Source: an optimization exercise on an open RTL-to-GDS flow (aim: small area). Production flows keep margins and buffers that such runs may drop. Where RTL was checked, it was by simulation tests only, not by an equivalence proof against the original. Power is estimated from default activity; no workload was simulated.

==> flow/design.v <==
module fifo_sel3
#(
  parameter int W = 32
)(
  input  logic         ld,
  input  logic         sh,
  input  logic         hd,
  input  logic [W-1:0] a,
  input  logic [W-1:0] b,
  input  logic [W-1:0] c,
  output logic [W-1:0] y
);
assign y = ({W{ld}} & a) | ({W{sh}} & b) | ({W{hd}} & c);
endmodule
module fifo_sel2
#(
  parameter int W = 32
)(
  input  logic         sa,
  input  logic         sb,
  input  logic [W-1:0] a,
  input  logic [W-1:0] b,
  output logic [W-1:0] y
);
assign y = ({W{sa}} & a) | ({W{sb}} & b);
endmodule
module fifo_priority
#(
  parameter int DW    = 33,
  parameter int DEPTH = 5
)
(
  input  logic                clk,
  input  logic                rst,
  input  logic[DW-1:0]      data_in,
  input  logic              vld_i,
  output logic              rdy_o,
  output logic[DW-1:0]   data_out,
  output logic              vld_o,
  input  logic              rdy_i
);
localparam int W   = DW - 1;          
localparam int NS  = 2 * DEPTH - 1;   
localparam int MID = DEPTH - 1;       
logic [DEPTH-1:0] h_occ, l_occ;
logic [W-1:0]     slot [NS];
logic h_ne, l_ne, h_full, l_full;
logic push, push_h, push_n, pop_h, pop_n;
logic wr_h, wr_n;
assign h_ne   = h_occ[0];
assign l_ne   = l_occ[0];
assign h_full = h_occ[DEPTH-1];
assign l_full = l_occ[DEPTH-1];
assign rdy_o = !(h_full | l_full);
assign vld_o = h_ne | l_ne;
assign push   = vld_i & rdy_o;
assign push_h = push & data_in[DW-1];
assign push_n = push & !data_in[DW-1];
assign pop_h  = rdy_i & h_ne;
assign wr_h   = push_h & !rst;
assign wr_n   = push_n & !rst;
assign pop_n  = rdy_i & !h_ne & l_ne;
always_ff @(posedge clk) begin
  if (rst) begin
    h_occ <= '0;
    l_occ <= '0;
  end else begin
    if (push_h & !pop_h) h_occ <= {h_occ[DEPTH-2:0], 1'b1};
    else if (!push_h & pop_h) h_occ <= {1'b0, h_occ[DEPTH-1:1]};
    if (push_n & !pop_n) l_occ <= {l_occ[DEPTH-2:0], 1'b1};
    else if (!push_n & pop_n) l_occ <= {1'b0, l_occ[DEPTH-1:1]};
  end
end
function automatic logic is_cnt(input logic [DEPTH-1:0] occ, input int k);
  logic gt_km1, gt_k;
  gt_km1 = (k == 0) ? 1'b1 : occ[k-1];
  gt_k   = (k >= DEPTH) ? 1'b0 : occ[k];
  is_cnt = gt_km1 & !gt_k;
endfunction
logic [NS-1:0] ld, sh, hd;
always_comb begin
  for (int i = 0; i < MID; i++) begin
    ld[i] = wr_h & (pop_h ? is_cnt(h_occ, i + 1) : is_cnt(h_occ, i));
    sh[i] = !rst & rdy_i;
    hd[i] = !rst & !rdy_i;
    ld[NS-1-i] = wr_n & (pop_n ? is_cnt(l_occ, i + 1) : is_cnt(l_occ, i));
    sh[NS-1-i] = !rst & rdy_i & !h_ne;
    hd[NS-1-i] = !rst & !(rdy_i & !h_ne);
  end
  sh[MID-1] = !rst & rdy_i & !l_full;
  ld[MID] = (wr_h & !pop_h & is_cnt(h_occ, MID)) |
            (wr_n & !pop_n & is_cnt(l_occ, MID));
  sh[MID] = 1'b0;
  hd[MID] = !rst & !(rdy_i & (h_full | (l_full & !h_ne)));
end
logic [W-1:0] slot_nxt [NS];
for (genvar i = 0; i < NS; i++) begin : g_slot
  if (i == MID) begin : g_mid
    fifo_sel2 #(.W(W)) u_sel (
      .sa(ld[i]), .sb(hd[i]),
      .a(data_in[W-1:0]), .b(slot[i]), .y(slot_nxt[i])
    );
  end else begin : g_end
    fifo_sel3 #(.W(W)) u_sel (
      .ld(ld[i]), .sh(sh[i]), .hd(hd[i]),
      .a(data_in[W-1:0]), .b(slot[i < MID ? i + 1 : i - 1]), .c(slot[i]),
      .y(slot_nxt[i])
    );
  end
end
always_ff @(posedge clk) begin
  for (int i = 0; i < NS; i++) slot[i] <= slot_nxt[i];
end
logic [W-1:0] front;
fifo_sel2 #(.W(W)) u_out (
  .sa(h_ne), .sb(!h_ne), .a(slot[0]), .b(slot[NS-1]), .y(front)
);
assign data_out = {h_ne, front};
endmodule
clock: 5.0 ns
lec_check: 0
cap_margin: 20
core_margin: 2
core_utilization: 40
slew_margin: 20
synth_hierarchical: 1
synth_minimum_keep_size: 0
standard.sh (not shown) runs the stock make flow with config.mk's settings and CLKGATE_MAP_FILE= SYNTH_SCRIPT=/design/flow/synth_recipe.tcl, a recipe that flattens the netlist after the stock synthesis.
==> flow/flow/run.sh <==
#!/bin/bash
# The standard layout, with two changes: the port buffers are the smallest
# buffer cell, and clock tree synthesis uses small clock buffers and adds no
# dummy loads.
set -euo pipefail
cd "$(dirname "$0")/.."
bash standard.sh \
  "BUFFER_PORTS_ARGS=-buffer_cell sky130_fd_sc_hd__buf_1" \
  "CTS_ARGS=-sink_clustering_enable -repair_clock_nets -dont_use_dummy_load -buf_list {sky130_fd_sc_hd__clkbuf_8} -sink_clustering_size 20 -sink_clustering_max_diameter 50" \
  finish > flow.log 2>&1
Then changed:
--- a/flow/design.v
+++ b/flow/design.v
@@ -45,12 +45,9 @@
 logic [DEPTH-1:0] h_occ, l_occ;
 logic [W-1:0]     slot [NS];
-logic h_ne, l_ne, h_full, l_full;
+logic h_ne, l_ne;
 logic push, push_h, push_n, pop_h, pop_n;
-logic wr_h, wr_n;
-assign h_ne   = h_occ[0];
-assign l_ne   = l_occ[0];
-assign h_full = h_occ[DEPTH-1];
-assign l_full = l_occ[DEPTH-1];
-assign rdy_o = !(h_full | l_full);
+assign h_ne = h_occ[0];
+assign l_ne = l_occ[0];
+assign rdy_o = !(h_occ[DEPTH-1] | l_occ[DEPTH-1]);
 assign vld_o = h_ne | l_ne;
 assign push   = vld_i & rdy_o;
@@ -58,6 +55,4 @@
 assign push_n = push & !data_in[DW-1];
 assign pop_h  = rdy_i & h_ne;
-assign wr_h   = push_h & !rst;
-assign wr_n   = push_n & !rst;
 assign pop_n  = rdy_i & !h_ne & l_ne;
 always_ff @(posedge clk) begin
@@ -81,16 +76,13 @@
 always_comb begin
   for (int i = 0; i < MID; i++) begin
-    ld[i] = wr_h & (pop_h ? is_cnt(h_occ, i + 1) : is_cnt(h_occ, i));
-    sh[i] = !rst & rdy_i;
-    hd[i] = !rst & !rdy_i;
-    ld[NS-1-i] = wr_n & (pop_n ? is_cnt(l_occ, i + 1) : is_cnt(l_occ, i));
-    sh[NS-1-i] = !rst & rdy_i & !h_ne;
-    hd[NS-1-i] = !rst & !(rdy_i & !h_ne);
+    ld[i] = push_h & (pop_h ? is_cnt(h_occ, i + 1) : is_cnt(h_occ, i));
+    sh[i] = !ld[i] & rdy_i;
+    ld[NS-1-i] = push_n & (pop_n ? is_cnt(l_occ, i + 1) : is_cnt(l_occ, i));
+    sh[NS-1-i] = !ld[NS-1-i] & rdy_i & !h_ne;
   end
-  sh[MID-1] = !rst & rdy_i & !l_full;
-  ld[MID] = (wr_h & !pop_h & is_cnt(h_occ, MID)) |
-            (wr_n & !pop_n & is_cnt(l_occ, MID));
+  ld[MID] = (push_h & !pop_h & is_cnt(h_occ, MID)) |
+            (push_n & !pop_n & is_cnt(l_occ, MID));
   sh[MID] = 1'b0;
-  hd[MID] = !rst & !(rdy_i & (h_full | (l_full & !h_ne)));
+  hd = ~(ld | sh);
 end
 logic [W-1:0] slot_nxt [NS];
Outcome: Synthesized area rose by about 1%. Non-clock buffer count rises by 1. Worst setup slack gains 0.14 ns. Clock skew grows by 0.0049 ns. Worst hold slack degrades by 0.0069 ns. First-iteration DRC count goes up by about 12%. Sequential share of layout area fell by 0.37 points. Register-to-register slack is better by 0.63 ns. Critical path depth falls by 1. Combinational power increases by 75%.
For the first run of this note, only the layout was checked, not whether the RTL still works.

==> afterwards: timing with drivers on the ports <==
The results above use ideal ports. As a check the final layouts listed here were re-extracted and re-timed, cells and wires unchanged.
Step 1 sets driving cells, clkbuf_16 on the clock port and buf_2 on the other inputs (assumed; they add their load-dependent delay and slew).
Step 2 moves the port delays by t, midway between the first and last clock arrival at a register: inputs arrive t later, outputs are due t later. That takes back most of the time a late clock gives input paths.
Three values: no drivers, after step 1, after step 2; two values: the first two.
run	t, ns	setup slack, ns	clock arrival spread, ns
the first run	0.617	1.888 / 1.844 / 1.470	0.052 / 0.052
the second run	0.599	2.033 / 1.990 / 1.457	0.057 / 0.056
After both steps every run listed still meets setup and hold. For the second run, which loses most, drivers alone change the setup slack by -0.043 ns; drivers and shift together by -0.576 ns.
